What follows belongs to an exercise in optimizing a design on an open flow for small area; a production flow would make more cautious choices.
In this exercise RTL edits were held to simulation tests only and were not proved equivalent to the original.
Power figures rest on the tool's default switching activity, not on a simulated workload. The clock port is modelled as an ideal driver; clocking choices that lean on that would not hold on a real chip.

==> flow/design.v <==
module pkt_data_shift (
    input   logic           clk,
    input   logic           rst,
    input   logic           in_pkt_sop,
    input   logic           in_pkt_eop,
    input   logic           in_pkt_valid,
    input   logic [511:0]   in_pkt_data,
    input   logic [5:0]     in_pkt_empty,
    output  logic           in_pkt_ready,
    input   logic [251:0]   in_meta_data,
    input   logic           in_meta_valid,
    output  logic           in_meta_ready,
    output  logic           out_pkt_sop,
    output  logic           out_pkt_eop,
    output  logic           out_pkt_valid,
    output  logic [511:0]   out_pkt_data,
    output  logic [5:0]     out_pkt_empty,
    input   logic           out_pkt_ready,
    input   logic           out_pkt_almost_full,
    output  logic [251:0]   out_meta_data,
    output  logic           out_meta_valid,
    input   logic           out_meta_ready,
    input   logic           out_meta_almost_full
);
localparam PROT_UDP = 8'h11;
logic busy, pend, udp, first;
logic idle;
assign idle = !busy & !pend;
logic [5:0]     e_r;             
logic [175:0]   tl;              
logic           tmp_sop, tmp_eop, tmp_valid;
logic [5:0]     tmp_empty;
logic [511:0]   tmp_data;
logic proceed, acc, prot_udp, u, fit;
assign proceed  = in_meta_valid & !out_meta_almost_full & !out_pkt_almost_full;
assign in_pkt_ready  = busy | proceed;
assign in_meta_ready = in_pkt_sop & in_pkt_valid & in_pkt_ready;
assign acc      = !busy & proceed & in_pkt_valid & in_pkt_sop;
assign prot_udp = in_meta_data[251:244] == PROT_UDP;
assign u        = busy ? udp : prot_udp;
function automatic [7:0] cb(input integer k);
    cb = in_pkt_data[511-8*k -: 8];
endfunction
logic [175:0] tn;
always_comb begin
    for (int j = 0; j < 22; j++) begin
        if (j < 7)
            tn[175-8*j -: 8] = u ? in_pkt_data[511-8*(42+j) -: 8]
                             : (busy ? in_pkt_data[511-8*(47+j) -: 8] : in_meta_data[55-8*j -: 8]);
        else if (j < 17)
            tn[175-8*j -: 8] = u ? in_pkt_data[511-8*(42+j) -: 8] : in_pkt_data[511-8*(47+j) -: 8];
        else
            tn[175-8*j -: 8] = in_pkt_data[511-8*(42+j) -: 8];
    end
end
logic [5:0] e_src, n_empty;
logic       n_eop;
assign e_src   = pend ? e_r : in_pkt_empty;
assign n_empty = e_src + ((idle ? prot_udp : udp) ? 6'd42 : 6'd47);
assign fit     = ({1'b0, in_pkt_empty} + (udp ? 7'd42 : 7'd47)) >= 7'd64;
assign n_eop   = !busy | (in_pkt_eop & fit);
logic [63:0] kill;
always_comb begin
    for (int j = 0; j < 64; j++)
        kill[j] = n_eop & ({1'b0, n_empty} + 7'(j) >= 7'd64);
end
logic [511:0] n_data;
always_comb begin
    for (int j = 0; j < 64; j++) begin
        logic [7:0] b;
        if (j < 17)
            b = idle ? tn[175-8*j -: 8] : tl[175-8*j -: 8];
        else if (j < 22)
            b = (busy & !udp) ? in_pkt_data[511-8*(j-17) -: 8]
                              : (idle ? tn[175-8*j -: 8] : tl[175-8*j -: 8]);
        else
            b = udp ? in_pkt_data[511-8*(j-22) -: 8] : in_pkt_data[511-8*(j-17) -: 8];
        n_data[511-8*j -: 8] = b | {8{kill[j]}};
    end
end
always_ff @(posedge clk) begin
    e_r <= in_pkt_empty;
    if (!busy | in_pkt_valid)
        tl <= tn;
    tmp_data  <= n_data;
    tmp_empty <= n_eop ? n_empty : 6'd0;
    tmp_eop   <= n_eop;
    tmp_sop   <= idle | first;
end
always_ff @(posedge clk) begin
    if (rst) begin
        busy      <= 1'b0;
        pend      <= 1'b0;
        tmp_valid <= 1'b0;
    end else begin
        if (busy) begin
            tmp_valid <= in_pkt_valid;
            if (in_pkt_valid & in_pkt_eop) begin
                busy <= 1'b0;
                pend <= !fit;
            end
        end else begin
            tmp_valid <= pend | (acc & in_pkt_eop);
            busy      <= acc & !in_pkt_eop;
            pend      <= acc & in_pkt_eop & pend;
        end
    end
end
always_ff @(posedge clk) begin
    if (acc) begin
        udp   <= prot_udp;
        first <= 1'b1;
    end else if (busy & in_pkt_valid) begin
        first <= 1'b0;
    end
end
always_ff @(posedge clk) begin
    out_pkt_valid <= tmp_valid;
    out_pkt_sop   <= tmp_sop;
    out_pkt_eop   <= tmp_eop;
    out_pkt_empty <= tmp_empty;
    out_pkt_data  <= tmp_data;
end
always_ff @(posedge clk) begin
    if (rst)
        out_meta_valid <= 1'b0;
    else
        out_meta_valid <= in_meta_valid & in_meta_ready;
    out_meta_data <= in_meta_data;
end
endmodule
==> flow/run.sh <==
#!/bin/bash
# synth_recipe.tcl (not shown) runs the flow's synth.tcl, then flattens the netlist and writes it again
# the make line also repeats each setting of config.mk as NAME=value (left out here)
make -C /OpenROAD-flow-scripts/flow DESIGN_CONFIG=/design/flow/config.mk WORK_HOME=/design/flow/orfs CLKGATE_MAP_FILE= SYNTH_SCRIPT=/design/flow/synth_recipe.tcl finish
==> flow/config.mk <==
export PLATFORM = sky130hd
export DESIGN_NAME = pkt_data_shift
export DESIGN_NICKNAME = pkt_data_shift
export VERILOG_FILES = /design/flow/design.v
export SDC_FILE = /design/flow/constraint.sdc
export NUM_CORES = 4
export LEC_CHECK = 0
export CAP_MARGIN = 20
export CORE_AREA = 5 5 555 555
export DIE_AREA = 0 0 560 560
export SLEW_MARGIN = 20
==> flow/constraint.sdc <==
create_clock -name core_clock -period 5.0 [get_ports {clk}]
set_input_delay 1.0000 -clock core_clock [delete_from_list [all_inputs] [get_ports {clk}]]
set_output_delay 1.0000 -clock core_clock [all_outputs]
set_load 0.01 [all_outputs]
==> impl_metrics.yaml, run 1 <==
synth:
  synth.area.top_cells: "dfxtp_1 (61%), edfxtp_1 (12%), mux2i_1 (10%)"
  yosysMostFrequentCell: "dfxtp_1"
  synth_fp_nets: 4014
  synth_cell_types: 61
  synth_flop_cell: "dfxtp_1"
  syn_area_um2: 42900
  seq_area_frac_synth: 0.732
  syn_inst: 3228
  syn_avg_cell_area_um2: 13.3
  synth_top_area_frac: 0.609
  synth_edf_count: 177
  yosysWarnings: 1
  synth_top_area_cell: "dfxtp_1"
  synth_common_cells: "dfxtp_1 (1304), nand2_1 (547), mux2i_1 (444)"
  ys_ff_latch: 1481
  ys_async_sr_fraction: 0
power_and_ir_drop:
  total_power_mw: 30.1
  switchingPower_mw: 8.08
  internal-power_mw: 22.0
  combPwrFrac: 0.130
  pwr-share-clk: 0.429
  power.density_nw_per_um2: 430
  swShare: 0.269
  leakagePower_nw: 28.7
  irDropWorstVdd_v: 0.000266
  seq_power_share: 0.442
floorplanning:
  start_util: 0.142
  ios: 1556
  die_w_um: 560
  die_h_um: 560
  std_cell_rows: 202
  die-area_um2: 314000
  coreArea_um2: 302000
timing:
  max_freq_mhz: 230
  hold_violations: 0
  whs_ns: 0.306
  setup_viol: 0
  period_needed_ns: 4.35
  slew_violations: 0
  slew_headroom: 0.0845
  rsz0062_at_grt: "false"
  skew_ns: 0.0668
  period_share: 0.869
  worst_slew_pin_slew_ns: 1.34
worst_setup_path:
  path_delay_family: "simple AND/OR/NAND/NOR gates"
  timing.critical_path.mode_cell: "buf_4"
  path_cells: "clkdlybuf4s50_1, nor4b_1, and4b_1, mux2i_1, ha_1, buf_4, nor2b_1, nor2_4, buf_4, inv_1, nor2_1, nor2_2, buf_12, o21ai_0"
  cp.required_ns: 5.70
  cp-start-kind: "input pin"
  crit_path_max_fanout: 8
  max_stage_delay_ns: 0.96
  worstSetupPathType: "input pin to register"
  end_kind: "register"
  slowest_stage: "nor2_1"
  cp.buffers_inverters: 5
  critPathArrivalTime_ns: 5.05
clocking:
  cts_max_path_buffers: 4
  cts_tree: "yes"
  clockRootBuffer: "clkbuf_16"
  cts_setup_buffers: 0
  cts_resized: 0
  postCtsHoldBufs: 0
  cts_buffers: 172
  htree_levels: 4
  clkLatencyLatePin_ns: 0.85
  cts.sinks: 1481
  clk_pin_slew_worst_paths_ns: 0.06
placement:
  port_buffers: 1553
  gp_congestion: 1.10
  dp_hpwl_um: 270000
  place_area_um2: 64000
detailed_routing:
  wl_per_cell_um: 34.7
  wl_um: 316000
  drtAntennaViolNets: 0
  drt_iter0_drc: 2832
  top_layer_used: "met5"
  wl_met1_um: 113000
  drc: 0
  dr.pass1.iters: 6
  num_vias: 33800
  route.met2.wl_um: 140000
  viasPerCell: 3.71
  met3_length_um: 37600
grt:
  antenna_found_initial: 104
  grt_usage: 0.192
  grt_pass1_wl_um: 390000
  grt_pass1_vias: 34700
  grt_max_degree: 121
  globalRouteOverflowTotal: 0
final_layout:
  final_util: 0.231
  final_nets: 5725
  area_growth_pct: 62.9
  drive_above_1_share: 0.110
  postLayoutCellArea_um2: 69900
  fill_cells: 31900
outcome:
  status: "no timing/DRC/antenna violations"
hold_path:
  hold_class: "register to register"
run:
  maxCapViolations: 0
==> registers in the layout, indices dropped and copies added (netlist names) <==
| signal | flops |
|---|---|
| out_pkt_empty | 6 |
| out_pkt_data | 512 |
| tmp_data | 512 |
| pend | 1 |
| busy | 1 |
| out_meta_valid | 1 |
| tmp_valid | 1 |
| out_pkt_sop | 1 |
| out_pkt_eop | 1 |
| tmp_empty | 6 |
| out_meta_data | 252 |
| udp | 1 |
| out_pkt_valid | 1 |
| first | 1 |
| e_r | 6 |
| tmp_eop | 1 |
| tl | 176 |
| tmp_sop | 1 |
==> cell families after synthesis <==
| kind of cell | count (synthesis) | share of synthesized area |
|---|---|---|
| AOI/OAI and AO/OA | 265 | 0.0453 |
| and+or+nand+nor | 744 | 0.0734 |
| adders and majority gates | 6 | 0.00175 |
| DFF | 1481 | 0.732 |
| buffers and inverters | 194 | 0.0187 |
| muxes | 538 | 0.128 |
==> worst paths after layout <==
path	startpoint	end	cells past startpoint	slack [ns]
max	in_meta_data[249]	tmp_data[421]	14	0.65
min	tmp_data[6]	out_pkt_data[6]	0	0.31
max reg2reg	pend	tmp_data[421]	13	0.87
min reg2reg	tmp_data[6]	out_pkt_data[6]	0	0.31
==> area by class of cell <==
class / instances / area, um2 / share of cell area
well taps: 3978 / 4980 / 0.0712
flip-flops and latches: 1481 / 31400 / 0.450
diodes: 49 / 123 / 0.00175
clock buffers: 233 / 4850 / 0.0694
clock inverters: 78 / 897 / 0.0128
multi-input cells: 1553 / 10700 / 0.154
repair buffers: 1670 / 16600 / 0.238
inverters: 61 / 231 / 0.00331
==> power by group through the flow <==
stage / sequential, mW / combinational [mW] / clock, mW
finish: 13.3 / 3.90 / 12.9
global route: 13.3 / 4.05 / 13.7
CTS: 13.3 / 3.97 / 13.2
detailed placement: 13.5 / 3.95 / 0
global placement: 13.5 / 3.94 / 0
floorplan: 13.6 / 0.664 / 0
==> placed cells by master (no fill, tap or decap), types with 5 or more instances in the layout <==
cell	Yosys	routed
nand2_1	547	546
a22oi_1	30	30
o211ai_1	27	27
clkinvlp_4	0	10
clkinv_1	0	5
clkinv_4	0	8
nand2b_1	7	6
clkinv_16	0	5
buf_4	4	99
buf_12	0	18
inv_6	0	8
o21ai_1	19	18
nor2_2	7	8
mux2i_1	444	442
o21ai_2	12	12
nor2b_1	6	5
dfxtp_1	1304	1303
a21oi_1	5	5
nor2_1	26	23
inv_1	58	58
mux2_2	92	92
o21a_1	50	49
clkdlybuf4s50_1	0	1553
diode_2	0	49
a21oi_2	10	10
edfxtp_1	177	177
clkbuf_16	0	175
o221ai_1	24	24
clkbuf_8	0	25
bufinv_16	0	9
clkinv_2	0	24
ha_1	6	6
o21ai_0	65	65
clkbuf_1	90	33
nand3_1	125	125
==> routing by layer <==
layer | vias to the layer above | global-route usage
met5 | - | 0
met2 | 2142 | 0.304
li1 | 14500 | -
met4 | 44 | 0.125
met1 | 16500 | 0.206
met3 | 553 | 0.0910
==> worst register-to-register path: cells and delay by family (launching register included) <==
family / cells / cell delay [ns]
AND/OR/NAND/NOR: 5 / 1.55
flip-flops: 1 / 0.85
buffers and inverters: 4 / 0.60
adder cells (fa/ha/maj): 2 / 0.45
multiplexers: 1 / 0.34
AO/OA/AOI/OAI: 1 / 0.21
==> stage by stage <==
stage / instances / TNS, ns / worst slack, ns
2_1_floorplan: 3228 / 0 / 1.27
3_3_place_gp: 8743 / -1.67 / -0.149
3_5_place_dp: 8743 / -1.01 / -0.106
4_1_cts: 9054 / 0 / 0.771
5_1_grt: 9072 / 0 / 0.602
6_report: 9103 / 0 / 0.653
==> inputs of run 2 (changes only) <==
--- a/flow/design.v
+++ b/flow/design.v
@@ -40,17 +40,22 @@
 assign u        = busy ? udp : prot_udp;
-function automatic [7:0] cb(input integer k);
-    cb = in_pkt_data[511-8*k -: 8];
-endfunction
 logic [175:0] tn;
-always_comb begin
-    for (int j = 0; j < 22; j++) begin
-        if (j < 7)
-            tn[175-8*j -: 8] = u ? in_pkt_data[511-8*(42+j) -: 8]
-                             : (busy ? in_pkt_data[511-8*(47+j) -: 8] : in_meta_data[55-8*j -: 8]);
-        else if (j < 17)
-            tn[175-8*j -: 8] = u ? in_pkt_data[511-8*(42+j) -: 8] : in_pkt_data[511-8*(47+j) -: 8];
-        else
-            tn[175-8*j -: 8] = in_pkt_data[511-8*(42+j) -: 8];
+genvar gj;
+generate
+    for (gj = 0; gj < 22; gj++) begin : g_tn
+        if (gj < 7) begin : g_m
+            pkt_data_shift_sel3 s [7:0] (
+                .a(in_pkt_data[511-8*(42+gj) -: 8]), .na(!u),
+                .b(in_pkt_data[511-8*(47+gj) -: 8]), .nb(u | !busy),
+                .c(in_meta_data[55-8*gj -: 8]),      .nc(u | busy),
+                .o(tn[175-8*gj -: 8]));
+        end else if (gj < 17) begin : g_s
+            pkt_data_shift_sel2 s [7:0] (
+                .a(in_pkt_data[511-8*(42+gj) -: 8]), .na(!u),
+                .b(in_pkt_data[511-8*(47+gj) -: 8]), .nb(u),
+                .o(tn[175-8*gj -: 8]));
+        end else begin : g_u
+            assign tn[175-8*gj -: 8] = in_pkt_data[511-8*(42+gj) -: 8];
+        end
     end
-end
+endgenerate
 logic [5:0] e_src, n_empty;
@@ -66,16 +71,44 @@
 end
-logic [511:0] n_data;
+logic [63:0] ns_a, ns_b, ns_c;
+logic        sel_c;
+assign sel_c = busy & !udp;
 always_comb begin
     for (int j = 0; j < 64; j++) begin
-        logic [7:0] b;
-        if (j < 17)
-            b = idle ? tn[175-8*j -: 8] : tl[175-8*j -: 8];
-        else if (j < 22)
-            b = (busy & !udp) ? in_pkt_data[511-8*(j-17) -: 8]
-                              : (idle ? tn[175-8*j -: 8] : tl[175-8*j -: 8]);
-        else
-            b = udp ? in_pkt_data[511-8*(j-22) -: 8] : in_pkt_data[511-8*(j-17) -: 8];
-        n_data[511-8*j -: 8] = b | {8{kill[j]}};
+        if (j < 17) begin
+            ns_a[j] = !idle | kill[j];               
+            ns_b[j] = idle | kill[j];                
+            ns_c[j] = 1'b1;
+        end else if (j < 22) begin
+            ns_a[j] = !idle | kill[j];               
+            ns_b[j] = idle | sel_c | kill[j];        
+            ns_c[j] = !sel_c | kill[j];              
+        end else begin
+            ns_a[j] = !udp | kill[j];                
+            ns_b[j] = udp | kill[j];                 
+            ns_c[j] = 1'b1;
+        end
     end
 end
+logic [511:0] n_data;
+generate
+    for (gj = 0; gj < 64; gj++) begin : g_nd
+        if (gj < 17) begin : g_t
+            pkt_data_shift_sel2 s [7:0] (
+                .a(tn[175-8*gj -: 8]), .na(ns_a[gj]),
+                .b(tl[175-8*gj -: 8]), .nb(ns_b[gj]),
+                .o(n_data[511-8*gj -: 8]));
+        end else if (gj < 22) begin : g_m
+            pkt_data_shift_sel3 s [7:0] (
+                .a(tn[175-8*gj -: 8]), .na(ns_a[gj]),
+                .b(tl[175-8*gj -: 8]), .nb(ns_b[gj]),
+                .c(in_pkt_data[511-8*(gj-17) -: 8]), .nc(ns_c[gj]),
+                .o(n_data[511-8*gj -: 8]));
+        end else begin : g_h
+            pkt_data_shift_sel2 s [7:0] (
+                .a(in_pkt_data[511-8*(gj-22) -: 8]), .na(ns_a[gj]),
+                .b(in_pkt_data[511-8*(gj-17) -: 8]), .nb(ns_b[gj]),
+                .o(n_data[511-8*gj -: 8]));
+        end
+    end
+endgenerate
 always_ff @(posedge clk) begin
@@ -131 +164,13 @@
 endmodule
+module pkt_data_shift_sel2 (
+    input  logic a, na, b, nb,
+    output logic o
+);
+assign o = (a | na) & (b | nb);
+endmodule
+module pkt_data_shift_sel3 (
+    input  logic a, na, b, nb, c, nc,
+    output logic o
+);
+assign o = (a | na) & (b | nb) & (c | nc);
+endmodule
==> flow/flow/run.sh (new file) <==
#!/bin/bash
# Standard ORFS layout (the standard.sh) with two changes:
#  * the port buffers are buf_1 cells instead of the resizer's default pick
#  * CTS without dummy loads
# The full make output goes to standard.log; ORFS keeps per-step logs in orfs/logs.
set -uo pipefail
bash standard.sh \
  'BUFFER_PORTS_ARGS=-buffer_cell sky130_fd_sc_hd__buf_1' \
  'CTS_ARGS=-sink_clustering_enable -repair_clock_nets -dont_use_dummy_load' \
  finish > standard.log 2>&1
==> flow/standard.sh (new file) <==
#!/bin/bash
# synth_recipe.tcl (not shown) runs the flow's synth.tcl, then flattens the netlist and writes it again
# the make line also repeats each setting of config.mk as NAME=value (left out here)
make -C /OpenROAD-flow-scripts/flow DESIGN_CONFIG=/design/flow/config.mk WORK_HOME=/design/flow/orfs CLKGATE_MAP_FILE= SYNTH_SCRIPT=/design/flow/synth_recipe.tcl "${@:-finish}"
--- a/flow/config.mk
+++ b/flow/config.mk
@@ -8,4 +8,6 @@
 export CAP_MARGIN = 20
-export CORE_AREA = 5 5 555 555
-export DIE_AREA = 0 0 560 560
+export CORE_AREA = 5 5 435 435
+export DIE_AREA = 0 0 440 440
 export SLEW_MARGIN = 20
+export SYNTH_HIERARCHICAL = 1
+export SYNTH_MINIMUM_KEEP_SIZE = 0
removed: flow/run.sh
==> impl_metrics.yaml, run 2 <==
outcome:
  status: "no timing/DRC/antenna violations"
placement:
  port_buffers: 1553
  dp.cells: 6928
  gp_congestion: 1.01
  place_area_um2: 51400
  dp_hpwl_um: 205000
clocking:
  cts_resized: 0
  clkLatencyLatePin_ns: 0.82
  clk_pin_slew_worst_paths_ns: 0.06
  cts.sinks: 1481
  postCtsHoldBufs: 0
  clockRootBuffer: "clkbuf_16"
  cts_setup_buffers: 0
  cts_buffers: 158
  htree_levels: 4
  cts_tree: "yes"
  cts_max_path_buffers: 3
grt:
  globalRouteOverflowTotal: 0
  grt_pass1_vias: 31800
  grt_usage: 0.241
  grt_max_degree: 105
  antenna_found_initial: 92
  grt_pass1_wl_um: 307000
power_and_ir_drop:
  switchingPower_mw: 6.60
  swShare: 0.254
  seq_power_share: 0.516
  combPwrFrac: 0.102
  leakagePower_nw: 20.3
  power.density_nw_per_um2: 469
  pwr-share-clk: 0.382
  internal-power_mw: 19.4
  irDropWorstVdd_v: 0.000273
floorplanning:
  coreArea_um2: 183000
  die_h_um: 440
  std_cell_rows: 157
  die-area_um2: 194000
  die_w_um: 440
  ios: 1556
  start_util: 0.216
detailed_routing:
  wl_per_cell_um: 34.6
  drtAntennaViolNets: 0
  dr.pass1.iters: 5
  num_vias: 32200
  drt_iter0_drc: 2977
  viasPerCell: 4.54
  drc: 0
  wl_um: 246000
synth:
  seq_area_frac_synth: 0.792
  synth_cell_types: 64
  synth_fp_nets: 3456
  synth_edf_count: 177
  yosysMostFrequentCell: "dfxtp_1"
  synth_flop_cell: "dfxtp_1"
  synth_common_cells: "dfxtp_1 (1304), o22a_1 (552), nor2_1 (219)"
  syn_inst: 2670
  ys_async_sr_fraction: 0
  yosysWarnings: 7
  syn_avg_cell_area_um2: 14.9
  ys_ff_latch: 1481
  synth_top_area_frac: 0.658
  synth_top_area_cell: "dfxtp_1"
  syn_area_um2: 39700
  synth.area.top_cells: "dfxtp_1 (66%), edfxtp_1 (13%), o22a_1 (12%)"
timing:
  worst_slew_pin_slew_ns: 0.998
  setup_tns_ns: 0
  period_needed_ns: 4.47
  hold_violations: 0
  max_freq_mhz: 224
  slew_headroom: 0.337
  slew_violations: 0
  setup_viol: 0
  skew_ns: 0.0940
  period_share: 0.894
  rsz0062_at_grt: "false"
final_layout:
  layout_common_cells: "buf_1 (1553), dfxtp_1 (1304), o22a_1 (552)"
  final_nets: 5410
  layout_commonest_cell: "buf_1"
  fin_cells: 7110
  regArea_um2: 31400
  drive_above_1_share: 0.103
  fill_cells: 19000
  reg.largest.list: "out_pkt_data (512), tmp_data (512), out_meta_data (252)"
  multi_input_area_um2: 8170
  area_growth_pct: 39.5
  postLayoutCellArea_um2: 55400
worst_setup_path:
  cp-start-kind: "input pin"
  worstSetupPathType: "input pin to register"
  cp-endpoint: "tmp_data[352]"
  cp.required_ns: 5.69
  rr_startpoint: "pend"
  end_kind: "register"
  rr_worst_depth: 15
  critPathLaunch: "in_meta_data[251]"
  critPathArrivalTime_ns: 5.16
  crit_path_max_fanout: 7
  r2r-end: "tmp_data[352]"
  ff2ff_setup_slack_ns: 0.96
run:
  maxCapViolations: 0
hold_path:
  hold_class: "register to register"
## run 2: cells by family (layout without fill, tap and decap cells)
group                      count (synthesis)  count (layout)  share of synthesized area
muxes                                     11              11                    0.00306
and+or+nand+nor                          328             328                     0.0347
buffers and inverters                     54            2006                    0.00548
other                                      0              24                          0
xor gates and xnor gates                   1               1                   0.000221
DFF                                     1481            1481                      0.792
adders and majority gates                  6               6                    0.00189
AOI/OAI and AO/OA                        789             789                      0.163
## run 2: routing by layer
metal,vias to the layer above,wire (um),part of all wire,global-route usage
met3,347,30600,0.12,0.111
met2,1954,109000,0.44,0.372
met1,16200,97900,0.40,0.301
li1,13800,-,-,-
met5,-,340,0.0014,0.0103
met4,12,7570,0.031,0.0694
## run 2: critical path, stage by stage
cell      delay, ns
buf_1          0.20
nor4b_1        0.35
buf_4          0.20
and4b_1        0.36
buf_4          0.17
mux2i_1        0.09
ha_1           0.23
inv_1          0.07
ha_1           0.29
inv_1          0.12
buf_4          0.17
o21ai_1        0.73
nor3_1         0.10
o221ai_1       0.34
buf_4          0.20
nand2_1        0.07
buf_4          0.19
o22ai_1        0.17
nor2_1         0.09
## run 2: metrics by stage
step | hold slack [ns] | util | total power [mW] | setup WS (ns)
floorplan | 0.310 | - | 14.2 | 0.288
global placement | 0.310 | 0.280 | 16.3 | -0.457
detailed placement | 0.312 | 0.280 | 16.2 | -0.389
CTS | 0.209 | 0.302 | 26.2 | 0.481
global route | 0.242 | 0.302 | 26.8 | 0.322
finish | 0.268 | 0.302 | 26.0 | 0.532
## run 2: how the worst min path moves through the flow
stage                                 from                 to  slack (ns)  depth (start not counted)
after floorplan                tmp_data[0]    out_pkt_data[0]        0.31                          0
after global placement        tmp_data[38]   out_pkt_data[38]        0.31                          0
after detailed placement     tmp_data[101]  out_pkt_data[101]        0.31                          0
after CTS                 in_meta_data[78]  out_meta_data[78]        0.21                          1
after global routing      in_meta_data[78]  out_meta_data[78]        0.24                          1
final                        tmp_data[377]  out_pkt_data[377]        0.27                          0
## run 2: modules after synthesis, one instance, submodules excluded
| module | times used | flip-flops and latches |
|---|---|---|
| pkt_data_shift | 1 | 1481 |
| pkt_data_shift_sel3 | 96 | 0 |
| pkt_data_shift_sel2 | 552 | 0 |
## run 2: final cells by class
cell class                 count  area share
clock buffer                 158      0.0714
multi-input combinational   1135       0.147
timing repair buffer        1831       0.156
tap                         2464      0.0557
inverter                      17     0.00124
antenna                       24     0.00108
sequential                  1481       0.567
## run 2: power groups by stage
| stage | Combinational (mW) | Sequential (mW) | Clock (mW) |
|---|---|---|---|
| 2_1_floorplan | 0.624 | 13.6 | 0 |
| 3_3_place_gp | 2.64 | 13.6 | 0 |
| 3_5_place_dp | 2.64 | 13.6 | 0 |
| 4_1_cts | 2.65 | 13.4 | 10.2 |
| 5_1_grt | 2.77 | 13.5 | 10.6 |
| 6_report | 2.64 | 13.4 | 9.93 |
==> inputs of run 3 (changes only) <==
==> flow/flow/run.sh (replaced) <==
#!/bin/bash
# Standard ORFS layout (the standard.sh) with two changes:
#  * the port buffers are buf_1 cells instead of the resizer's default pick
#  * CTS without dummy loads, larger sink clusters
# The full make output goes to standard.log; ORFS keeps per-step logs in orfs/logs.
set -uo pipefail
bash standard.sh \
  'BUFFER_PORTS_ARGS=-buffer_cell sky130_fd_sc_hd__buf_1' \
  'CTS_ARGS=-sink_clustering_enable -repair_clock_nets -dont_use_dummy_load -buf_list sky130_fd_sc_hd__clkbuf_16 -sink_clustering_size 26 -sink_clustering_max_diameter 100' \
  finish > standard.log 2>&1
==> impl_metrics.yaml, run 3 <==
worst_setup_path:
  crit_path_max_fanout: 7
  path_cells: "buf_1, nor4b_1, buf_4, and4b_1, buf_4, mux2i_1, ha_1, inv_1, ha_1, inv_1, buf_4, o21ai_1, nor3_1, o221ai_1, buf_4, nand2_1, buf_4, o22ai_1, nor2_1"
  rr_startpoint: "pend"
  end_kind: "register"
  cp.required_ns: 5.63
  critPathArrivalTime_ns: 5.16
  worstSetupPathType: "input pin to register"
  slowest_stage: "o21ai_1"
  cp-start-kind: "input pin"
  max_stage_delay_ns: 0.71
  critPathLaunch: "in_meta_data[251]"
  timing.critical_path.mode_cell: "buf_4"
grt:
  antenna_found_initial: 87
  grt_max_degree: 105
  grt_pass1_vias: 30900
  globalRouteOverflowTotal: 0
  grt_usage: 0.238
  grt_pass1_wl_um: 304000
synth:
  yosysWarnings: 7
  syn_avg_cell_area_um2: 14.9
  seq_area_frac_synth: 0.792
  ys_ff_latch: 1481
  syn_area_um2: 39700
  synth_common_cells: "dfxtp_1 (1304), o22a_1 (552), nor2_1 (219)"
  synth_flop_cell: "dfxtp_1"
  syn_inst: 2670
  ys_async_sr_fraction: 0
  synth.area.top_cells: "dfxtp_1 (66%), edfxtp_1 (13%), o22a_1 (12%)"
  synth_cell_types: 64
  synth_edf_count: 177
  synth_top_area_frac: 0.658
  synth_top_area_cell: "dfxtp_1"
  synth_fp_nets: 3456
  yosysMostFrequentCell: "dfxtp_1"
timing:
  slew_headroom: 0.354
  max_freq_mhz: 221
  setup_viol: 0
  hold_violations: 0
  period_needed_ns: 4.53
  period_share: 0.906
  worst_slew_pin_slew_ns: 0.972
  worst_slack_ns: 0.469
  rsz0062_at_grt: "false"
  slew_violations: 0
  skew_ns: 0.153
final_layout:
  final_nets: 5327
  fill_cells: 19200
  regArea_um2: 31400
  layout_commonest_cell: "buf_1"
  multi_input_area_um2: 8170
  area_growth_pct: 34.2
  layout_common_cells: "buf_1 (1553), dfxtp_1 (1304), o22a_1 (552)"
  final_util: 0.290
  postLayoutCellArea_um2: 53300
  reg.largest.list: "out_pkt_data (512), tmp_data (512), out_meta_data (252)"
  drive_above_1_share: 0.0864
hold_path:
  min_from: "tmp_data[52]"
  hold_class: "register to register"
power_and_ir_drop:
  irDropWorstVdd_v: 0.000301
  power.density_nw_per_um2: 422
  total_power_mw: 22.5
  leakagePower_nw: 19.3
detailed_routing:
  route.met2.wl_um: 109000
  drc: 0
  drtAntennaViolNets: 0
  dr.pass1.iters: 5
  wl_um: 244000
  wl_per_cell_um: 34.7
  num_vias: 31800
  drt_iter0_drc: 3118
  top_layer_used: "met5"
  viasPerCell: 4.52
  met3_length_um: 28200
  wl_met1_um: 99500
floorplanning:
  die_h_um: 440
  ios: 1556
  die_w_um: 440
  std_cell_rows: 157
  die-area_um2: 194000
  start_util: 0.216
  coreArea_um2: 183000
placement:
  place_area_um2: 51400
  dp_slack_ns: -0.389
  gp_congestion: 1.01
  port_buffers: 1553
  dp_hpwl_um: 205000
clocking:
  clockRootBuffer: "clkbuf_16"
  clk_pin_slew_worst_paths_ns: 0.10
  postCtsHoldBufs: 0
  cts_tree: "yes"
  cts_setup_buffers: 0
  htree_levels: 3
  clkLatencyLatePin_ns: 0.74
  cts_max_path_buffers: 3
  cts_resized: 0
  cts_buffers: 75
  cts.sinks: 1481
run:
  maxCapViolations: 0
outcome:
  status: "no timing/DRC/antenna violations"
[run 3: cell counts after synthesis]
No cell type changed its count.
[run 3: kinds of logic (layout without fill, tap and decap cells)]
logic type	count (synthesis)	count (layout)	synth area share
buffers and inverters	54	1923	0.00548
and+or+nand+nor	328	328	0.0347
xor gates and xnor gates	1	1	0.000221
AOI/OAI and AO/OA	789	789	0.163
other	0	17	0
adders and majority gates	6	6	0.00189
DFF	1481	1481	0.792
muxes	11	11	0.00306
[run 3: worst max-delay path, delay by kind of cell]
kind,cells,cell delay (ns)
buffers and inverters,8,1.32
AO/OA/AOI/OAI,3,1.24
AND/OR/NAND/NOR,5,0.97
adder cells (fa/ha/maj),2,0.51
multiplexers,1,0.09
[run 3: metal layers]
layer,up-vias,global-route usage
met5,-,0.0111
met4,12,0.0614
met3,286,0.0968
met2,1845,0.371
met1,16000,0.305
li1,13600,-
[run 3: report_power, final]
part / internal, mW / switching, mW / leakage, nW
Clock: 2.69 / 3.78 / 0.924
Combinational: 0.913 / 1.72 / 5.58
Sequential: 12.9 / 0.451 / 12.8
Total: 16.5 / 5.95 / 19.3
[run 3: path summary, 6_finish.rpt]
| check | to | slack, ns | cells past startpoint |
|---|---|---|---|
| max | tmp_data[352] | 0.47 | 19 |
| min | out_pkt_data[52] | 0.28 | 0 |
| max reg2reg | tmp_data[352] | 1.05 | 15 |
| min reg2reg | out_pkt_data[52] | 0.28 | 0 |
[run 3: through the flow]
step | TNS, ns | hold slack, ns | std cells
global route | 0 | 0.279 | 7014
CTS | 0 | 0.259 | 7003
global placement | -12.80 | 0.310 | 6928
floorplan | 0 | 0.310 | 2670
finish | 0 | 0.280 | 7020
detailed placement | -7.93 | 0.312 | 6928
[run 3: layout make-up]
class	count	area share
flip-flops and latches	1481	0.590
diodes	17	0.000798
multi-input cells	1135	0.153
well taps	2464	0.0579
repair buffers	1831	0.162
inverters	17	0.00129
clock buffers	75	0.0352
[run 3: per-module statistics from Yosys (local to each module, per instance)]
module | cells | flops+latches
pkt_data_shift | 1830 | 1481
pkt_data_shift_sel2 | 1 | 0
pkt_data_shift_sel3 | 3 | 0
==> inputs of run 4 (changes only) <==
--- a/flow/design.v
+++ b/flow/design.v
@@ -26,2 +26,3 @@
 logic busy, pend, udp, first;
+logic g;                         
 logic idle;
@@ -71,3 +72,3 @@
 end
-logic [63:0] ns_a, ns_b, ns_c;
+logic [63:0] ns_a, ns_b, ns_c, ns_d;
 logic        sel_c;
@@ -76,14 +77,12 @@
     for (int j = 0; j < 64; j++) begin
-        if (j < 17) begin
-            ns_a[j] = !idle | kill[j];               
-            ns_b[j] = idle | kill[j];                
+        if (j < 22) begin
+            ns_a[j] = !idle | kill[j];                   
+            ns_b[j] = idle | g | (j >= 17 && sel_c) | kill[j];   
+            ns_c[j] = !g | (j >= 17 && sel_c) | kill[j];         
+            ns_d[j] = !sel_c | kill[j];                          
+        end else begin
+            ns_a[j] = !udp | kill[j];                    
+            ns_b[j] = udp | kill[j];                     
             ns_c[j] = 1'b1;
-        end else if (j < 22) begin
-            ns_a[j] = !idle | kill[j];               
-            ns_b[j] = idle | sel_c | kill[j];        
-            ns_c[j] = !sel_c | kill[j];              
-        end else begin
-            ns_a[j] = !udp | kill[j];                
-            ns_b[j] = udp | kill[j];                 
-            ns_c[j] = 1'b1;
+            ns_d[j] = 1'b1;
         end
@@ -95,7 +94,2 @@
         if (gj < 17) begin : g_t
-            pkt_data_shift_sel2 s [7:0] (
-                .a(tn[175-8*gj -: 8]), .na(ns_a[gj]),
-                .b(tl[175-8*gj -: 8]), .nb(ns_b[gj]),
-                .o(n_data[511-8*gj -: 8]));
-        end else if (gj < 22) begin : g_m
             pkt_data_shift_sel3 s [7:0] (
@@ -103,3 +97,10 @@
                 .b(tl[175-8*gj -: 8]), .nb(ns_b[gj]),
-                .c(in_pkt_data[511-8*(gj-17) -: 8]), .nc(ns_c[gj]),
+                .c(tmp_data[511-8*gj -: 8]), .nc(ns_c[gj]),
+                .o(n_data[511-8*gj -: 8]));
+        end else if (gj < 22) begin : g_m
+            pkt_data_shift_sel4 s [7:0] (
+                .a(tn[175-8*gj -: 8]), .na(ns_a[gj]),
+                .b(tl[175-8*gj -: 8]), .nb(ns_b[gj]),
+                .c(tmp_data[511-8*gj -: 8]), .nc(ns_c[gj]),
+                .d(in_pkt_data[511-8*(gj-17) -: 8]), .nd(ns_d[gj]),
                 .o(n_data[511-8*gj -: 8]));
@@ -115,4 +116,4 @@
     e_r <= in_pkt_empty;
-    if (!busy | in_pkt_valid)
-        tl <= tn;
+    tl <= tn;
+    g  <= busy & !in_pkt_valid;
     tmp_data  <= n_data;
@@ -176 +177,7 @@
 endmodule
+module pkt_data_shift_sel4 (
+    input  logic a, na, b, nb, c, nc, d, nd,
+    output logic o
+);
+assign o = (a | na) & (b | nb) & (c | nc) & (d | nd);
+endmodule
==> flow/flow/run.sh (replaced) <==
#!/bin/bash
# Standard ORFS layout (the standard.sh) with these changes:
#  * the port buffers are buf_1 cells instead of the resizer's default pick
#  * CTS without dummy loads, larger sink clusters
#  * pins may sit one routing track apart, so that the ports fit on a smaller die
# The full make output goes to standard.log; ORFS keeps per-step logs in orfs/logs.
set -uo pipefail
bash standard.sh \
  'BUFFER_PORTS_ARGS=-buffer_cell sky130_fd_sc_hd__buf_1' \
  'CTS_ARGS=-sink_clustering_enable -repair_clock_nets -dont_use_dummy_load -buf_list sky130_fd_sc_hd__clkbuf_16 -sink_clustering_size 26 -sink_clustering_max_diameter 100' \
  'PLACE_PINS_ARGS=-min_distance 1 -min_distance_in_tracks' \
  finish > standard.log 2>&1
--- a/flow/config.mk
+++ b/flow/config.mk
@@ -8,4 +8,6 @@
 export CAP_MARGIN = 20
-export CORE_AREA = 5 5 435 435
-export DIE_AREA = 0 0 440 440
+export CORE_AREA = 5 5 335 335
+export DIE_AREA = 0 0 340 340
+export GPL_TIMING_DRIVEN = 0
+export SETUP_SLACK_MARGIN = 0.4
 export SLEW_MARGIN = 20
==> impl_metrics.yaml, run 4 <==
synth:
  ys_ff_latch: 1482
  synth_edf_count: 1
  syn_avg_cell_area_um2: 13.1
  synth.area.top_cells: "dfxtp_1 (77%), o22a_1 (9.5%), nor2_1 (4.4%)"
  seq_area_frac_synth: 0.770
  synth_top_area_cell: "dfxtp_1"
  ys_async_sr_fraction: 0
  synth_fp_nets: 3728
  yosysWarnings: 7
  synth_common_cells: "dfxtp_1 (1481), nor2_1 (454), o22a_1 (416)"
  syn_inst: 2942
  synth_flop_cell: "dfxtp_1"
  syn_area_um2: 38500
  yosysMostFrequentCell: "dfxtp_1"
  synth_top_area_frac: 0.770
  synth_cell_types: 57
power_and_ir_drop:
  internal-power_mw: 15.9
  irDropWorstVdd_v: 0.000320
  pwr-share-clk: 0.286
  combPwrFrac: 0.100
  switchingPower_mw: 5.26
  seq_power_share: 0.614
  leakagePower_nw: 18.0
  swShare: 0.249
  power.density_nw_per_um2: 432
hold_path:
  hold_class: "register to register"
  min_from: "tmp_data[8]"
  min_path_cells: 0
  whs_endpoint: "out_pkt_data[8]"
worst_setup_path:
  cp-start-kind: "input pin"
  max_stage_delay_ns: 0.68
  end_kind: "register"
  rr_startpoint: "udp"
  critPathArrivalTime_ns: 5.08
  cp.required_ns: 5.56
  worstSetupPathType: "input pin to register"
  timing.critical_path.mode_cell: "ha_1"
  ff2ff_setup_slack_ns: 0.59
  r2r-end: "tmp_data[171]"
  slowest_stage: "or4_1"
  crit_path_max_fanout: 10
  path_cells: "buf_1, or4_1, nor2_1, mux2i_1, ha_1, inv_1, ha_1, and2b_1, nor3_4, xnor2_4, nand2_4, inv_4, nand2_1, buf_2, nand3_1, o22a_1"
  rr_worst_depth: 14
final_layout:
  final_nets: 5375
  layout_common_cells: "buf_1 (1554), dfxtp_1 (1481), nor2_1 (446)"
  reg.largest.list: "out_pkt_data (512), tmp_data (512), out_meta_data (252)"
  drive_above_1_share: 0.0480
  layout_commonest_cell: "buf_1"
  fin_cells: 6068
  area_growth_pct: 27.0
  fill_cells: 10500
  postLayoutCellArea_um2: 48900
floorplanning:
  die-area_um2: 116000
  die_h_um: 340
  std_cell_rows: 121
  start_util: 0.355
  die_w_um: 340
  ios: 1556
  coreArea_um2: 109000
detailed_routing:
  drtAntennaViolNets: 0
  drc: 0
  wl_per_cell_um: 25.8
  wl_um: 157000
  num_vias: 30400
  drt_iter0_drc: 1698
  dr.pass1.iters: 5
  viasPerCell: 5.01
grt:
  grt_pass1_vias: 30500
  grt-busiest-layer: "met2"
  grt_usage: 0.255
  gr-usage-met2: 0.402
  met3_usage: 0.0840
  antenna_found_initial: 65
  grt_max_degree: 138
  grt_pass1_wl_um: 215000
  globalRouteOverflowTotal: 0
  grtUsageMet1: 0.276
placement:
  port_buffers: 1553
  dp_hpwl_um: 125000
  gp_congestion: 0.967
  dp.cells: 5924
  place_area_um2: 46400
timing:
  hold_violations: 0
  period_share: 0.904
  slew_violations: 0
  worst_slew_pin_slew_ns: 1.41
  max_freq_mhz: 221
  rsz0062_at_grt: "true"
  slew_headroom: 0.0593
  period_needed_ns: 4.52
  setup_tns_ns: 0
  setup_viol: 0
  skew_ns: 0.0539
clocking:
  cts.sinks: 1482
  cts_max_path_buffers: 3
  clkLatencyLatePin_ns: 0.67
  cts_tree: "yes"
  cts_buffers: 69
  clk_pin_slew_worst_paths_ns: 0.09
  htree_levels: 3
  clockRootBuffer: "clkbuf_16"
run:
  maxCapViolations: 0
outcome:
  status: "no timing/DRC/antenna violations"
run 4: timing repair:
action,in CTS,in global routing
pin swaps,2,7
cloned,0,0
hold buffers,0,0
resized for setup,82,43
setup buffers,5,2
setup endpoints to repair,461,289
run 4: how the worst max path moves through the flow:
stage,from,cells past startpoint,end,slack [ns]
finish,in_meta_data[247],16,tmp_data[171],0.48
global route,in_meta_data[247],16,tmp_data[171],0.36
CTS,pend,12,tmp_data[37],0.14
detailed placement,in_meta_data[247],17,tmp_data[433],-1.01
global placement,udp,8,tmp_data[386],-3.81
floorplan,in_meta_data[247],7,tmp_data[432],0.65
run 4: cell type report:
cell class / instances / area [um2] / share of cell area
clock buffer: 69 / 1730 / 0.0353
tap: 1414 / 1770 / 0.0362
buffer: 27 / 185 / 0.00379
multi-input combinational: 1411 / 9110 / 0.186
sequential: 1482 / 29700 / 0.607
inverter: 22 / 96.3 / 0.00197
antenna: 67 / 168 / 0.00343
timing repair buffer: 1576 / 6180 / 0.126
run 4: routing by layer:
metal / vias up / share of wire
met4: 10 / 0.10
li1: 13800 / -
met5: - / 0.00044
met3: 566 / 0.088
met2: 1621 / 0.45
met1: 14400 / 0.36
run 4: Yosys stat by module (local to each module, per instance):
| module | flip-flops and latches | copies in the design |
|---|---|---|
| pkt_data_shift | 1482 | 1 |
| pkt_data_shift_sel4 | 0 | 40 |
| pkt_data_shift_sel3 | 0 | 192 |
| pkt_data_shift_sel2 | 0 | 416 |
run 4: per-stage QoR:
| stage | worst slack, ns | total power [mW] | hold WS (ns) | util |
|---|---|---|---|---|
| after floorplan | 0.648 | 14.0 | 0.310 | - |
| after global placement | -3.81 | 15.2 | 0.310 | 0.425 |
| after detailed placement | -1.01 | 15.3 | 0.312 | 0.428 |
| after CTS | 0.143 | 21.3 | 0.274 | 0.447 |
| after global routing | 0.365 | 21.9 | 0.278 | 0.450 |
| final | 0.481 | 21.1 | 0.279 | 0.451 |
run 4: power groups by stage:
stage | logic [mW] | clock network (mW) | registers [mW]
after floorplan | 0.612 | 0 | 13.4
after global placement | 2.01 | 0 | 13.2
after detailed placement | 2.04 | 0 | 13.2
after CTS | 2.08 | 6.22 | 13.0
after global routing | 2.24 | 6.65 | 13.1
final | 2.12 | 6.04 | 13.0
run 4: cells by family after synthesis:
group	share of synthesized area
muxes	0.00237
AOI/OAI and AO/OA	0.157
and+or+nand+nor	0.0612
adders and majority gates	0.00195
buffers and inverters	0.00633
xor gates and xnor gates	0.000942
DFF	0.770
run 4: worst max-delay path: cells and delay by family:
kind / cells / cell delay (ns)
AOI/OAI and AO/OA: 1 / 0.34
buffers and inverters: 4 / 0.68
and+or+nand+nor: 7 / 2.21
muxes: 1 / 0.15
adders and majority gates: 2 / 0.51
xor gates and xnor gates: 1 / 0.16
==> inputs of run 5 (changes only) <==
--- a/flow/config.mk
+++ b/flow/config.mk
@@ -11,3 +11,3 @@
 export GPL_TIMING_DRIVEN = 0
-export SETUP_SLACK_MARGIN = 0.4
+export SETUP_SLACK_MARGIN = 0.2
 export SLEW_MARGIN = 20
==> impl_metrics.yaml, run 5 <==
clocking:
  postCtsHoldBufs: 0
  clkLatencyLatePin_ns: 0.67
  clockRootBuffer: "clkbuf_16"
  cts_max_path_buffers: 3
  htree_levels: 3
  cts_buffers: 69
  cts_tree: "yes"
  clk_pin_slew_worst_paths_ns: 0.10
  cts.sinks: 1482
worst_setup_path:
  worstSetupPathType: "input pin to register"
  crit_path_max_fanout: 10
  cp-endpoint: "tmp_data[433]"
  slowest_stage: "or4_1"
  rr_startpoint: "pend"
  rr_worst_depth: 17
  cp.required_ns: 5.59
  path_cells: "buf_1, or4_1, nor2_1, mux2i_1, ha_1, inv_1, ha_1, and2b_1, nor3_4, xnor2_4, nand2_2, inv_2, nand2_2, clkbuf_4, o21ai_2, o22ai_1, nor2_1"
  end_kind: "register"
  critPathArrivalTime_ns: 5.40
  r2r-end: "tmp_data[433]"
  max_stage_delay_ns: 0.67
  cp-start-kind: "input pin"
  critPathLaunch: "in_meta_data[247]"
  ff2ff_setup_slack_ns: 0.33
power_and_ir_drop:
  irDropWorstVdd_v: 0.000305
  seq_power_share: 0.615
  combPwrFrac: 0.099
  power.density_nw_per_um2: 432
  internal-power_mw: 15.8
  swShare: 0.248
  pwr-share-clk: 0.286
  switchingPower_mw: 5.22
  leakagePower_nw: 18.0
placement:
  dp_hpwl_um: 124000
  place_area_um2: 46500
  gp_congestion: 0.953
  port_buffers: 1553
  dp_slack_ns: -0.958
timing:
  slew_violations: 0
  max_freq_mhz: 208
  setup_viol: 0
  worst_slack_ns: 0.190
  setup_tns_ns: 0
  rsz0062_at_grt: "true"
  slew_headroom: 0.151
  period_share: 0.962
  worst_slew_pin_slew_ns: 1.27
  period_needed_ns: 4.81
  skew_ns: 0.0626
  hold_violations: 0
detailed_routing:
  wl_per_cell_um: 25.6
  num_vias: 30300
  viasPerCell: 5.00
  drt_iter0_drc: 1743
  dr.pass1.iters: 5
  drtAntennaViolNets: 0
  wl_um: 155000
  drc: 0
synth:
  synth.area.top_cells: "dfxtp_1 (77%), o22a_1 (9.5%), nor2_1 (4.4%)"
  syn_area_um2: 38500
  seq_area_frac_synth: 0.770
  ys_async_sr_fraction: 0
  ys_ff_latch: 1482
  synth_flop_cell: "dfxtp_1"
  yosysMostFrequentCell: "dfxtp_1"
  synth_top_area_cell: "dfxtp_1"
  synth_fp_nets: 3728
  yosysWarnings: 7
  synth_common_cells: "dfxtp_1 (1481), nor2_1 (454), o22a_1 (416)"
  synth_edf_count: 1
  syn_avg_cell_area_um2: 13.1
  syn_inst: 2942
  synth_top_area_frac: 0.770
  synth_cell_types: 57
final_layout:
  layout_common_cells: "buf_1 (1554), dfxtp_1 (1481), nor2_1 (447)"
  postLayoutCellArea_um2: 48800
  reg.largest.list: "out_pkt_data (512), tmp_data (512), out_meta_data (252)"
  layout_commonest_cell: "buf_1"
  drive_above_1_share: 0.0440
  area_growth_pct: 26.6
  final_nets: 5374
  final_util: 0.449
grt:
  globalRouteOverflowTotal: 0
  antenna_found_initial: 68
  grt_usage: 0.252
  grt_pass1_vias: 30300
  grt_max_degree: 75
  grt_pass1_wl_um: 212000
floorplanning:
  die_h_um: 340
  std_cell_rows: 121
  die-area_um2: 116000
  die_w_um: 340
  ios: 1556
  coreArea_um2: 109000
  start_util: 0.355
outcome:
  status: "no timing/DRC/antenna violations"
hold_path:
  hold_class: "register to register"
run:
  maxCapViolations: 0
==> run 5: changes by cell type in the layout (fill, tap and decap cells not counted), moves of 2 or more <==
| cell | before | now |
|---|---|---|
| a21oi_1 | 20 | 23 |
| buf_8 | 5 | 3 |
| o21ai_1 | 17 | 22 |
| buf_4 | 11 | 8 |
| o21ai_4 | 26 | 14 |
| nand2_1 | 78 | 86 |
| o21ai_2 | 13 | 20 |
| a21oi_4 | 4 | 2 |
| buf_12 | 4 | 7 |
| clkbuf_4 | 1 | 4 |
| buf_6 | 6 | 3 |
| nand2_2 | 9 | 2 |
==> run 5: repair_timing <==
item                       4_1_cts  5_1_grt
pin swaps                        0        3
hold endpoints to repair         0        0
setup endpoints to repair      332      185
setup buffers                    0        6
resized for setup               55       29
==> run 5: cell families (layout without fill, tap and decap cells) <==
| kind of cell | after synthesis | in the layout | synth area share |
|---|---|---|---|
| other | 0 | 66 | 0 |
| AND/OR/NAND/NOR | 588 | 588 | 0.0612 |
| XOR/XNOR | 2 | 2 | 0.000942 |
| AO/OA/AOI/OAI | 807 | 807 | 0.157 |
| buffers and inverters | 49 | 1693 | 0.00633 |
| adder cells (fa/ha/maj) | 6 | 6 | 0.00195 |
| flip-flops | 1482 | 1482 | 0.770 |
| multiplexers | 8 | 8 | 0.00237 |
==> run 5: final cells by class <==
class,instances,area [um2]
Inverter,22,93.8
Fill cell,10500,59800
Antenna cell,66,165
Clock buffer,69,1730
Buffer,27,175
Tap cell,1414,1770
Timing Repair Buffer,1575,6210
Multi-Input combinational cell,1411,8950
Sequential cell,1482,29700
==> run 5: power by group through the flow <==
stage                     combinational (mW)  clock [mW]  sequential, mW
after floorplan                        0.612           0            13.4
after global placement                  2.01           0            13.2
after detailed placement                2.03           0            13.2
after CTS                               2.06        6.19            13.0
after global routing                    2.21        6.61            13.1
final                                   2.08        6.02            13.0
==> run 5: critical path: cells and delay by family <==
family	cells	cell delay, ns
AND/OR/NAND/NOR	7	2.04
buffers and inverters	4	0.84
AO/OA/AOI/OAI	2	0.64
adder cells (fa/ha/maj)	2	0.50
XOR/XNOR	1	0.21
multiplexers	1	0.15
==> run 5: worst min-delay path by stage <==
stage | start | to | cells after the start
2_1_floorplan | tmp_data[0] | out_pkt_data[0] | 0
3_3_place_gp | tmp_data[233] | out_pkt_data[233] | 0
3_5_place_dp | tmp_data[123] | out_pkt_data[123] | 0
4_1_cts | tmp_empty[2] | out_pkt_empty[2] | 0
5_1_grt | tmp_empty[2] | out_pkt_empty[2] | 0
6_report | tmp_empty[2] | out_pkt_empty[2] | 0
==> run 5: routing by layer <==
| metal | vias to the layer above | GRT usage | share of wire |
|---|---|---|---|
| li1 | 13800 | - | - |
| met1 | 14300 | 0.279 | 0.37 |
| met2 | 1630 | 0.394 | 0.45 |
| met3 | 550 | 0.0841 | 0.090 |
| met4 | 10 | 0.203 | 0.095 |
| met5 | - | 0.00625 | 0.00048 |
==> run 5: stage by stage <==
stage	power (mW)	cells	hold WS (ns)
6_report	21.1	6066	0.272
2_1_floorplan	14.0	2942	0.310
4_1_cts	21.2	5992	0.275
5_1_grt	21.9	6051	0.281
3_3_place_gp	15.2	5909	0.310
3_5_place_dp	15.3	5923	0.312
==> run 5: Yosys stat by module, one instance, submodules excluded <==
| module | cells | area, um2 |
|---|---|---|
| pkt_data_shift_sel3 | 3 | 13.8 |
| pkt_data_shift_sel2 | 1 | 8.76 |
| pkt_data_shift_sel4 | 3 | 16.3 |
| pkt_data_shift | 1830 | 31600 |
==> inputs of run 6 (changes only) <==
--- a/flow/flow/run.sh
+++ b/flow/flow/run.sh
@@ -9,3 +9,3 @@
   'BUFFER_PORTS_ARGS=-buffer_cell sky130_fd_sc_hd__buf_1' \
-  'CTS_ARGS=-sink_clustering_enable -repair_clock_nets -dont_use_dummy_load -buf_list sky130_fd_sc_hd__clkbuf_16 -sink_clustering_size 26 -sink_clustering_max_diameter 100' \
+  'CTS_ARGS=-sink_clustering_enable -repair_clock_nets -dont_use_dummy_load -buf_list sky130_fd_sc_hd__clkbuf_16 -sink_clustering_size 30 -sink_clustering_max_diameter 100' \
   'PLACE_PINS_ARGS=-min_distance 1 -min_distance_in_tracks' \
--- a/flow/config.mk
+++ b/flow/config.mk
@@ -11,3 +11,3 @@
 export GPL_TIMING_DRIVEN = 0
-export SETUP_SLACK_MARGIN = 0.2
+export SETUP_SLACK_MARGIN = 0.4
 export SLEW_MARGIN = 20
==> impl_metrics.yaml, run 6 <==
outcome:
  status: "no timing/DRC/antenna violations"
clocking:
  postCtsHoldBufs: 0
  htree_levels: 2
  clkLatencyLatePin_ns: 0.73
  cts.sinks: 1482
  cts_buffers: 58
  clockRootBuffer: "clkbuf_16"
  cts_tree: "yes"
  clk_pin_slew_worst_paths_ns: 0.11
  cts_max_path_buffers: 3
power_and_ir_drop:
  internal-power_mw: 15.5
  total_power_mw: 20.6
  leakagePower_nw: 17.8
  swShare: 0.251
  combPwrFrac: 0.102
  pwr-share-clk: 0.270
  power.density_nw_per_um2: 425
  switchingPower_mw: 5.19
  seq_power_share: 0.628
  irDropWorstVdd_v: 0.000284
timing:
  slew_violations: 0
  setup_viol: 0
  slew_headroom: 0.121
  period_share: 0.896
  setup_tns_ns: 0
  hold_violations: 0
  skew_ns: 0.0598
  max_freq_mhz: 223
  period_needed_ns: 4.48
  worst_slew_pin_slew_ns: 1.31
  rsz0062_at_grt: "true"
hold_path:
  min_path_cells: 0
  min_from: "tmp_data[230]"
  whs_endpoint: "out_pkt_data[230]"
  hold_class: "register to register"
floorplanning:
  die_h_um: 340
  coreArea_um2: 109000
  ios: 1556
  die-area_um2: 116000
  std_cell_rows: 121
  start_util: 0.355
  die_w_um: 340
grt:
  grt_max_degree: 138
  grt_pass1_wl_um: 214000
  grtUsageMet1: 0.277
  grt-busiest-layer: "met2"
  globalRouteOverflowTotal: 0
  gr-usage-met2: 0.402
  grt_usage: 0.254
  met3_usage: 0.0842
  grt_pass1_vias: 30300
  antenna_found_initial: 65
synth:
  synth_top_area_frac: 0.770
  muxShareOfSynthArea: 0.00237
  syn_inst: 2942
  yosysWarnings: 7
  synth_top_family_by_area: "compound AO/OA/AOI/OAI gates"
  seq_area_frac_synth: 0.770
  synth_edf_count: 1
  synth_cell_types: 57
  syn_area_um2: 38500
  synth_top_area_cell: "dfxtp_1"
  yosysMostFrequentCell: "dfxtp_1"
  synth_adder_area_share: 0.00195
  synth-simple-area-share: 0.0612
  synth.area.top_cells: "dfxtp_1 (77%), o22a_1 (9.5%), nor2_1 (4.4%)"
  synth-xor-area-share: 0.000942
  synth_flop_cell: "dfxtp_1"
  ys_ff_latch: 1482
  syn_avg_cell_area_um2: 13.1
  ys_async_sr_fraction: 0
  synth-compound-area-share: 0.157
  synth_fp_nets: 3728
  synth_common_cells: "dfxtp_1 (1481), nor2_1 (454), o22a_1 (416)"
placement:
  place_area_um2: 46400
  gp_congestion: 0.967
  dp.cells: 5924
  port_buffers: 1553
  dp_hpwl_um: 125000
detailed_routing:
  drtAntennaViolNets: 0
  dr.pass1.iters: 7
  num_vias: 30400
  drt_iter0_drc: 1726
  drc: 0
  viasPerCell: 5.03
  wl_um: 156000
  wl_per_cell_um: 25.9
final_layout:
  fin_cells: 6049
  multi_input_area_um2: 9070
  drive_above_1_share: 0.0439
  fill_cells: 10500
  area_growth_pct: 26.0
  final_util: 0.447
  reg.largest.list: "out_pkt_data (512), tmp_data (512), out_meta_data (252)"
  regArea_um2: 29700
  final_nets: 5363
  postLayoutCellArea_um2: 48600
  layout_common_cells: "buf_1 (1554), dfxtp_1 (1481), nor2_1 (447)"
  layout_commonest_cell: "buf_1"
worst_setup_path:
  cp-start-kind: "input pin"
  rr_worst_depth: 12
  critPathArrivalTime_ns: 5.10
  r2r-end: "tmp_data[419]"
  max_stage_delay_ns: 0.99
  ff2ff_setup_slack_ns: 0.66
  end_kind: "register"
  timing.critical_path.mode_cell: "nor2_1"
  rr_startpoint: "udp"
  worstSetupPathType: "input pin to register"
  path_cells: "buf_1, or4_1, nor2_1, mux2i_1, ha_1, nor2_1, a211o_1, and2_1, buf_2, buf_6, nor2_1, a21oi_2, o22a_1"
  crit_path_max_fanout: 10
  slowest_stage: "nor2_1"
  cp.required_ns: 5.62
run:
  maxCapViolations: 0
-- run 6: layer usage --
metal	up-vias	routed length [um]
li1	13800	-
met1	14500	56700
met2	1586	70200
met3	565	14000
met4	12	15500
met5	-	95
-- run 6: final cells by class --
| cell class | count | share of cell area |
|---|---|---|
| flip-flops and latches | 1482 | 0.611 |
| multi-input cells | 1411 | 0.187 |
| repair buffers | 1575 | 0.127 |
| well taps | 1414 | 0.0364 |
| clock buffers | 58 | 0.0299 |
| plain buffers | 27 | 0.00366 |
| diodes | 60 | 0.00309 |
| inverters | 22 | 0.00198 |
-- run 6: power by group through the flow --
stage | logic (mW) | clock network [mW] | registers [mW]
3_3_place_gp | 2.01 | 0 | 13.2
6_report | 2.10 | 5.58 | 13.0
2_1_floorplan | 0.612 | 0 | 13.4
5_1_grt | 2.23 | 6.14 | 13.1
3_5_place_dp | 2.04 | 0 | 13.2
4_1_cts | 2.07 | 5.73 | 13.0
-- run 6: stage by stage --
stage / setup WS (ns) / hold WS, ns
6_report: 0.518 / 0.278
5_1_grt: 0.368 / 0.282
4_1_cts: 0.222 / 0.268
3_5_place_dp: -1.01 / 0.312
2_1_floorplan: 0.648 / 0.310
3_3_place_gp: -3.81 / 0.310
-- run 6: worst max path at each step --
stage | startpoint | to | slack [ns] | cells after the start
5_1_grt | in_meta_data[247] | tmp_data[404] | 0.37 | 16
6_report | in_meta_data[247] | tmp_data[40] | 0.52 | 13
2_1_floorplan | in_meta_data[247] | tmp_data[432] | 0.65 | 7
3_3_place_gp | udp | tmp_data[386] | -3.81 | 8
3_5_place_dp | in_meta_data[247] | tmp_data[433] | -1.01 | 17
4_1_cts | in_meta_data[247] | tmp_data[388] | 0.22 | 17
-- run 6: critical path, delay by kind of cell --
family | cells | cell delay, ns
AOI/OAI and AO/OA | 3 | 0.93
adders and majority gates | 1 | 0.45
buffers and inverters | 3 | 0.43
muxes | 1 | 0.14
and+or+nand+nor | 5 | 2.11
-- run 6: modules after synthesis, one instance, submodules excluded --
module / copies in the design / cells inside
pkt_data_shift_sel3: 192 / 3
pkt_data_shift: 1 / 1830
pkt_data_shift_sel4: 40 / 3
pkt_data_shift_sel2: 416 / 1
-- run 6: what timing repair did --
action,4_1_cts,5_1_grt
endpoints found under the hold margin,0,0
buffers inserted,4,2
pin swaps,2,2
resized for setup,76,39
setup endpoints to repair,471,264
-- run 6: kinds of logic after synthesis --
logic type	count (synthesis)
xor+xnor	2
buf+inv	49
fa+ha+maj	6
compound gates	807
mux	8
flops	1482
simple gates	588
==> inputs of run 7 (changes only) <==
--- a/flow/design.v
+++ b/flow/design.v
@@ -67,6 +67,17 @@
 assign n_eop   = !busy | (in_pkt_eop & fit);
+logic [63:0] th;                 
+logic        uo;                 
+assign uo = idle ? prot_udp : udp;
+always_comb begin
+    for (int k = 0; k < 64; k++)
+        th[k] = e_src >= 6'(k);
+end
 logic [63:0] kill;
 always_comb begin
-    for (int j = 0; j < 64; j++)
-        kill[j] = n_eop & ({1'b0, n_empty} + 7'(j) >= 7'd64);
+    for (int j = 0; j < 64; j++) begin
+        logic ki, kb;
+        ki = uo ? ((22 - j <= 0) ? 1'b1 : th[22 - j]) : ((17 - j <= 0) ? 1'b1 : th[17 - j]);
+        kb = udp ? ((86 - j >= 64) ? 1'b0 : th[86 - j]) : ((81 - j >= 64) ? 1'b0 : th[81 - j]);
+        kill[j] = busy ? (in_pkt_eop & kb) : ki;
+    end
 end
--- a/flow/flow/run.sh
+++ b/flow/flow/run.sh
@@ -9,3 +9,3 @@
   'BUFFER_PORTS_ARGS=-buffer_cell sky130_fd_sc_hd__buf_1' \
-  'CTS_ARGS=-sink_clustering_enable -repair_clock_nets -dont_use_dummy_load -buf_list sky130_fd_sc_hd__clkbuf_16 -sink_clustering_size 30 -sink_clustering_max_diameter 100' \
+  'CTS_ARGS=-sink_clustering_enable -repair_clock_nets -dont_use_dummy_load -buf_list sky130_fd_sc_hd__clkbuf_16 -sink_clustering_size 26 -sink_clustering_max_diameter 100' \
   'PLACE_PINS_ARGS=-min_distance 1 -min_distance_in_tracks' \
--- a/flow/config.mk
+++ b/flow/config.mk
@@ -11,3 +11,3 @@
 export GPL_TIMING_DRIVEN = 0
-export SETUP_SLACK_MARGIN = 0.4
+export SETUP_SLACK_MARGIN = 0.2
 export SLEW_MARGIN = 20
==> impl_metrics.yaml, run 7 <==
power_and_ir_drop:
  seq_power_share: 0.633
  power.density_nw_per_um2: 390
  pwr-share-clk: 0.314
  swShare: 0.225
  switchingPower_mw: 4.35
  internal-power_mw: 14.9
  leakagePower_nw: 17.3
  combPwrFrac: 0.054
  irDropWorstVdd_v: 0.000259
  total_power_mw: 19.3
clocking:
  cts_resized: 0
  clk_pin_slew_worst_paths_ns: 0.09
  cts_tree: "yes"
  cts_buffers: 69
  postCtsHoldBufs: 0
  clockRootBuffer: "clkbuf_16"
  htree_levels: 3
  cts.sinks: 1482
  cts_setup_buffers: 0
  cts_max_path_buffers: 3
  clkLatencyLatePin_ns: 0.67
floorplanning:
  die_w_um: 340
  coreArea_um2: 109000
  start_util: 0.362
  ios: 1556
  die-area_um2: 116000
  die_h_um: 340
  std_cell_rows: 121
synth:
  synth_edf_count: 1
  synth_fp_nets: 3868
  syn_avg_cell_area_um2: 12.8
  ys_ff_latch: 1482
  synth_cell_types: 67
  yosysWarnings: 7
  ys_async_sr_fraction: 0
  syn_inst: 3082
  synth_common_cells: "dfxtp_1 (1481), nor2_1 (465), o22a_1 (416)"
  seq_area_frac_synth: 0.754
  synth.area.top_cells: "dfxtp_1 (75%), o22a_1 (9.3%), nor2_1 (4.4%)"
  synth_top_area_frac: 0.754
  yosysMostFrequentCell: "dfxtp_1"
  syn_area_um2: 39300
  synth_flop_cell: "dfxtp_1"
  synth_top_area_cell: "dfxtp_1"
worst_setup_path:
  cp-start-kind: "register"
  crit_path_max_fanout: 48
  timing.critical_path.mode_cell: "nor2_1"
  path_cells: "clkbuf_1, inv_1, nor2_1, clkbuf_1, inv_4, nand2_8, clkinvlp_4, buf_12, o22a_1, nor2_1, nor2_1"
  end_kind: "register"
  worstSetupPathType: "register to register"
  cp.buffers_inverters: 6
  slowest_stage: "clkbuf_1"
  critPathArrivalTime_ns: 5.07
  path_delay_family: "buffers and inverters"
  max_stage_delay_ns: 0.59
  cp.required_ns: 5.52
detailed_routing:
  viasPerCell: 5.19
  drt_iter0_drc: 2228
  drtAntennaViolNets: 0
  num_vias: 32300
  wl_um: 167000
  wl_per_cell_um: 26.9
  dr.pass1.iters: 6
  drc: 0
grt:
  grt_max_degree: 91
  antenna_found_initial: 69
  grt_pass1_vias: 32600
  globalRouteOverflowTotal: 0
  grt_usage: 0.273
  grt_pass1_wl_um: 230000
timing:
  hold_violations: 0
  setup_tns_ns: 0
  worst_slack_ns: 0.452
  slew_headroom: 0.253
  worst_slew_pin_slew_ns: 1.11
  period_needed_ns: 4.55
  slew_violations: 0
  whs_ns: 0.291
  max_freq_mhz: 220
  period_share: 0.910
  rsz0062_at_grt: "false"
  skew_ns: 0.0527
  setup_viol: 0
placement:
  port_buffers: 1553
  dp_slack_ns: 0.590
  gp_congestion: 0.995
  dp_hpwl_um: 133000
  dp.cells: 6085
  place_area_um2: 47500
final_layout:
  final_util: 0.455
  layout_commonest_cell: "buf_1"
  postLayoutCellArea_um2: 49400
  reg.largest.list: "out_pkt_data (512), tmp_data (512), out_meta_data (252)"
  area_growth_pct: 25.5
  layout_common_cells: "buf_1 (1555), dfxtp_1 (1481), nor2_1 (465)"
  final_nets: 5528
  drive_above_1_share: 0.0340
  fin_cells: 6217
outcome:
  status: "no timing/DRC/antenna violations"
hold_path:
  hold_class: "register to register"
run:
  maxCapViolations: 0
[run 7: cells by family (layout without fill, tap and decap cells)]
| kind of cell | after synthesis | in the layout | synth area share |
|---|---|---|---|
| AND/OR/NAND/NOR | 651 | 651 | 0.0693 |
| AO/OA/AOI/OAI | 867 | 867 | 0.165 |
| buffers and inverters | 66 | 1724 | 0.00671 |
| XOR/XNOR | 2 | 2 | 0.000445 |
| adder cells (fa/ha/maj) | 6 | 6 | 0.00191 |
| other | 0 | 63 | 0 |
| multiplexers | 8 | 8 | 0.00229 |
| flip-flops | 1482 | 1482 | 0.754 |
[run 7: worst paths after layout]
kind | from | slack [ns] | to | cells after the start
setup / recovery | busy | 0.45 | tmp_data[412] | 11
hold / removal | tmp_data[308] | 0.29 | out_pkt_data[308] | 0
setup reg to reg | busy | 0.45 | tmp_data[412] | 11
hold reg to reg | tmp_data[308] | 0.29 | out_pkt_data[308] | 0
[run 7: power groups by stage]
stage / clock (mW) / sequential (mW) / combinational, mW
final: 6.05 / 12.2 / 1.03
after global placement: 0 / 12.5 / 0.999
after detailed placement: 0 / 12.5 / 1.02
after floorplan: 0 / 12.6 / 0.254
after global routing: 6.65 / 12.2 / 1.10
after CTS: 6.24 / 12.2 / 1.02
[run 7: layout make-up]
class	count	area [um2]
well taps	1414	1770
fillers	10600	59200
repair buffers	1589	6220
diodes	63	158
clock buffers	69	1730
multi-input cells	1534	9570
flip-flops and latches	1482	29700
inverters	16	66.3
plain buffers	50	204
[run 7: worst reg2reg max path, delay by kind of cell, from the launching register on]
| family | cells | cell delay [ns] |
|---|---|---|
| AO/OA/AOI/OAI | 1 | 0.27 |
| buffers and inverters | 6 | 2.97 |
| flip-flops | 1 | 0.34 |
| AND/OR/NAND/NOR | 4 | 0.87 |
[run 7: modules after synthesis (local to each module, per instance)]
| module | flip-flops and latches | times used | cells |
|---|---|---|---|
| pkt_data_shift_sel4 | 0 | 40 | 3 |
| pkt_data_shift | 1482 | 1 | 1970 |
| pkt_data_shift_sel2 | 0 | 416 | 1 |
| pkt_data_shift_sel3 | 0 | 192 | 3 |
[run 7: metal layers]
| layer | part of all wire | global-route usage |
|---|---|---|
| met1 | 0.35 | 0.290 |
| met2 | 0.45 | 0.432 |
| met3 | 0.089 | 0.0865 |
| met4 | 0.11 | 0.252 |
| met5 | 0.00062 | 0 |

-- afterwards: timing with drivers on the ports --
The results above use ideal ports. As a check the final layouts listed here were re-extracted and re-timed, cells and wires unchanged. Step 1 (the two cells are an assumption about what drives the block):
set clk [get_ports {clk}]
set_driving_cell -lib_cell sky130_fd_sc_hd__clkbuf_16 $clk
set_driving_cell -lib_cell sky130_fd_sc_hd__buf_2 [delete_from_list [all_inputs] $clk]
Step 2 also shifts input and output timing later by t, the mid clock arrival at the registers, as if the neighbouring blocks saw the same clock. Three values: no drivers, after step 1, after step 2; two values: the first two.
run | t, ns | setup slack, ns | worst setup path at the end | latest minus earliest clock arrival (ns) | cell pins on the clock port's net
run 1 | 0.897 | 0.653 / 0.712 / -0.186 | input to register | 0.075 / 0.075 | 1
run 2 | 0.867 | 0.532 / 0.595 / -0.273 | input to register | 0.098 / 0.099 | 1
run 3 | 0.760 | 0.469 / 0.535 / -0.225 | input to register | 0.155 / 0.155 | 1
run 4 | 0.711 | 0.481 / 0.522 / -0.189 | input to register | 0.055 / 0.056 | 1
run 5 | 0.710 | 0.190 / 0.239 / -0.471 | input to register | 0.069 / 0.069 | 1
run 6 | 0.755 | 0.518 / 0.559 / -0.196 | input to register | 0.080 / 0.080 | 1
run 7 | 0.710 | 0.452 / 0.452 / 0.452 | register to register | 0.062 / 0.061 | 1
With both steps, setup timing fails in 6 of these runs, where it was met with ideal ports. The setup slack of run 1, which loses most, moves by +0.059 ns with the drivers and by -0.839 ns with both steps.
